From an optimization exercise on the open Yosys and OpenROAD flow, aimed at small area; shortcuts taken in it are not production practice.
Function was checked by simulation only, so behaviour that the tests miss may differ from the original. No driver is modelled on the clock port, so clocking that relies on it looks cheaper here than on a real chip.

// audiotrans
module audiotrans(		input logic CLOCK_50, reset_in,
						input logic slow_tick, com_tick,
						input logic [0:3] volume,
						input logic [3:0] sel,
						input logic [31:0] left_in, right_in,
						output logic [31:0] left_out, right_out,
						output logic [25:0] lights,
						output logic [6:0] vol0, vol1);
clock: 30.0 ns
lec_check: 0
cap_margin: 20
core_margin: 2
core_utilization: 60
slew_margin: 20
standard.sh (not shown) runs the stock make flow with config.mk's settings and CLKGATE_MAP_FILE= SYNTH_SCRIPT=/design/flow/synth_recipe.tcl, a recipe that flattens the netlist after the stock synthesis.
==> flow/flow/run.sh <==
#!/bin/bash
# Standard layout (the standard.sh, ORFS) with three changes:
#  - after the standard synthesis, invopt2.py re-chooses the polarity of full
#    adders and of gates that have an inverting twin (and2/nand2, ...) so that
#    fewer inverters are needed; the logic and the registers are unchanged;
#  - the clock tree is built from clkbuf_16 in clusters of up to 30 sinks
#    (clkbuf_8 for the root and the upper levels),
#    without dummy loads;
#  - the port buffers are buf_1 cells.
# Each step writes its full output to its own log in this folder.
set -euo pipefail
RES=$PWD/orfs/results/sky130hd/audiotrans/base
LIB=$FLOW_HOME/platforms/sky130hd/lib/sky130_fd_sc_hd__tt_025C_1v80.lib
CTS="-sink_clustering_enable -repair_clock_nets -dont_use_dummy_load -buf_list sky130_fd_sc_hd__clkbuf_16 -sink_clustering_size 30 -sink_clustering_max_diameter 100 -root_buf sky130_fd_sc_hd__clkbuf_8 -tree_buf sky130_fd_sc_hd__clkbuf_8"
bash standard.sh $RES/1_2_yosys.v > synth_run.log 2>&1
cp $RES/1_2_yosys.v $RES/1_2_yosys_std.v
python3 flow/invopt2.py $LIB $RES/1_2_yosys_std.v $RES/1_2_yosys.v > invopt.log 2>&1
bash standard.sh CTS_ARGS="$CTS" BUFFER_PORTS_ARGS="-buffer_cell sky130_fd_sc_hd__buf_1" finish > layout_run.log 2>&1
Other scripts of this flow, unchanged in this note and not shown: flow/flow/invopt2.py
The starting point completed with no timing, DRC or antenna violations.
Then changed:
--- a/flow/flow/run.sh
+++ b/flow/flow/run.sh
@@ -8,3 +8,3 @@
 #    without dummy loads;
-#  - the port buffers are buf_1 cells.
+#  - the port buffers are buf_2 cells.
 # Each step writes its full output to its own log in this folder.
@@ -17,2 +17,2 @@
 python3 flow/invopt2.py $LIB $RES/1_2_yosys_std.v $RES/1_2_yosys.v > invopt.log 2>&1
-bash standard.sh CTS_ARGS="$CTS" BUFFER_PORTS_ARGS="-buffer_cell sky130_fd_sc_hd__buf_1" finish > layout_run.log 2>&1
+bash standard.sh CTS_ARGS="$CTS" BUFFER_PORTS_ARGS="-buffer_cell sky130_fd_sc_hd__buf_2" finish > layout_run.log 2>&1
--- a/flow/config.mk
+++ b/flow/config.mk
@@ -9,3 +9,3 @@
 export CORE_MARGIN = 2
-export CORE_UTILIZATION = 60
+export CORE_UTILIZATION = 58
 export SLEW_MARGIN = 20
The new run passed the timing, design-rule and antenna checks.
First-iteration DRC count goes down by 20%.
Register-to-register slack gains 0.09 ns.
Die area goes up by 3.4%.
Final cell count goes up by 0.54%.
Wire length goes down by 1.9%.
Worst setup slack gains 0.092 ns.
Via count goes down by 1.6%.
Then changed:
--- a/flow/config.mk
+++ b/flow/config.mk
@@ -9,3 +9,3 @@
 export CORE_MARGIN = 2
-export CORE_UTILIZATION = 58
+export CORE_UTILIZATION = 55
 export SLEW_MARGIN = 20
Outcome:
- The new run went through all stages and came out clean
- non-clock buffer count came out lower by 6
- setup slack is worse by 0.029 ns
- first-iteration DRC count is lower by 1.1%
- design area stays flat

========
Starting RTL as in the previous note.
Design audiotrans, start of the top module:
module audiotrans(		input logic CLOCK_50, reset_in,
						input logic slow_tick, com_tick,
						input logic [0:3] volume,
						input logic [3:0] sel,
						input logic [31:0] left_in, right_in,
						output logic [31:0] left_out, right_out,
						output logic [25:0] lights,
						output logic [6:0] vol0, vol1);
export LEC_CHECK = 0
export CAP_MARGIN = 20
export CORE_MARGIN = 2
export CORE_UTILIZATION = 50
export SLEW_MARGIN = 20
create_clock -name core_clock -period 30.0 [get_ports {CLOCK_50}]
==> flow/flow/run.sh <==
#!/bin/bash
# Standard layout (the standard.sh, ORFS) with three changes:
#  - after the standard synthesis, invopt2.py re-chooses the polarity of full
#    adders and of gates that have an inverting twin (and2/nand2, ...) so that
#    fewer inverters are needed; the logic and the registers are unchanged;
#  - the clock tree is built from clkbuf_16 in clusters of up to 30 sinks
#    (clkbuf_8 for the root and the upper levels),
#    without dummy loads;
#  - the port buffers are buf_2 cells.
# Each step writes its full output to its own log in this folder.
set -euo pipefail
RES=$PWD/orfs/results/sky130hd/audiotrans/base
LIB=$FLOW_HOME/platforms/sky130hd/lib/sky130_fd_sc_hd__tt_025C_1v80.lib
CTS="-sink_clustering_enable -repair_clock_nets -dont_use_dummy_load -buf_list sky130_fd_sc_hd__clkbuf_16 -sink_clustering_size 30 -sink_clustering_max_diameter 100 -root_buf sky130_fd_sc_hd__clkbuf_8 -tree_buf sky130_fd_sc_hd__clkbuf_8"
bash standard.sh $RES/1_2_yosys.v > synth_run.log 2>&1
cp $RES/1_2_yosys.v $RES/1_2_yosys_std.v
python3 flow/invopt2.py $LIB $RES/1_2_yosys_std.v $RES/1_2_yosys.v > invopt.log 2>&1
bash standard.sh CTS_ARGS="$CTS" BUFFER_PORTS_ARGS="-buffer_cell sky130_fd_sc_hd__buf_2" finish > layout_run.log 2>&1
Other scripts of this flow, unchanged in this note and not shown: flow/flow/invopt2.py
Change:
--- a/flow/flow/run.sh
+++ b/flow/flow/run.sh
@@ -8,3 +8,3 @@
 #    without dummy loads;
-#  - the port buffers are buf_2 cells.
+#  - the port buffers are buf_1 cells.
 # Each step writes its full output to its own log in this folder.
@@ -17,2 +17,2 @@
 python3 flow/invopt2.py $LIB $RES/1_2_yosys_std.v $RES/1_2_yosys.v > invopt.log 2>&1
-bash standard.sh CTS_ARGS="$CTS" BUFFER_PORTS_ARGS="-buffer_cell sky130_fd_sc_hd__buf_2" finish > layout_run.log 2>&1
+bash standard.sh CTS_ARGS="$CTS" BUFFER_PORTS_ARGS="-buffer_cell sky130_fd_sc_hd__buf_1" finish > layout_run.log 2>&1
--- a/flow/config.mk
+++ b/flow/config.mk
@@ -9,3 +9,3 @@
 export CORE_MARGIN = 2
-export CORE_UTILIZATION = 50
+export CORE_UTILIZATION = 55
 export SLEW_MARGIN = 20
Utilization increases by 5.2 points.
Global-route usage increases by 1.4 points.
Die area decreases by 9.0%.
Clock-buffer cell count decreases by 1.
Worst setup slack is better by 0.15 ns.
Worst hold slack is better by 0.014 ns.
Cell count decreases by 1.9%.
Change:
--- a/flow/flow/run.sh
+++ b/flow/flow/run.sh
@@ -17,2 +17,2 @@
 python3 flow/invopt2.py $LIB $RES/1_2_yosys_std.v $RES/1_2_yosys.v > invopt.log 2>&1
-bash standard.sh CTS_ARGS="$CTS" BUFFER_PORTS_ARGS="-buffer_cell sky130_fd_sc_hd__buf_1" finish > layout_run.log 2>&1
+bash standard.sh CTS_ARGS="$CTS" BUFFER_PORTS_ARGS="-buffer_cell sky130_fd_sc_hd__buf_1" REMOVE_ABC_BUFFERS=1 finish > layout_run.log 2>&1
--- a/flow/config.mk
+++ b/flow/config.mk
@@ -10,2 +10,3 @@
 export CORE_UTILIZATION = 55
+export GPL_TIMING_DRIVEN = 0
 export SLEW_MARGIN = 20
The changed run went through all stages and came out clean.
Hold slack loses 0.11 ns.
Count of clock-buffer cells in the layout grows by 1.
Routed wire length decreases by a few percent.
Sequential share of layout area falls by 0.22 points.
Via count went down slightly.
Synthesized cell count stays the same.
Cell area went up slightly.

re-timing with driven ports:
How much do the figures lean on ideal ports? The routed layouts below were timed once more, with nothing changed but the port constraints.
Step 1: set_driving_cell puts a clkbuf_16 on CLOCK_50 and a buf_2 on each other input, an assumption about the parent block.
Step 2 adds t to the input delays and takes it off the output delays; t is the mean of the earliest and latest rising clock arrival at the registers after step 1. Input paths then give back, and output paths get back, about the clock's delay inside the block.
a / b / c = no drivers / after step 1 / after step 2; a / b = the first two.
run | t (ns) | setup slack, ns | worst hold slack (ns) | worst setup path after step 2
the first run of note 1 | 0.817 | 0.972 / 0.972 / 0.972 | 0.288 / 0.288 / 0.288 | register to register
the second run of note 1 | 0.824 | 1.064 / 1.064 / 1.064 | 0.176 / 0.176 / 0.176 | register to register
the third run of note 1 | 0.821 | 1.035 / 1.035 / 1.035 | 0.183 / 0.183 / 0.183 | register to register
the first run of note 2 | 0.833 | 0.982 / 0.982 / 0.982 | 0.264 / 0.264 / 0.264 | register to register
the second run of note 2 | 0.834 | 1.135 / 1.135 / 1.135 | 0.278 / 0.278 / 0.278 | register to register
the third run of note 2 | 0.820 | 0.999 / 0.999 / 0.999 | 0.165 / 0.165 / 0.165 | register to register
After both steps setup and hold are still met in every run listed.
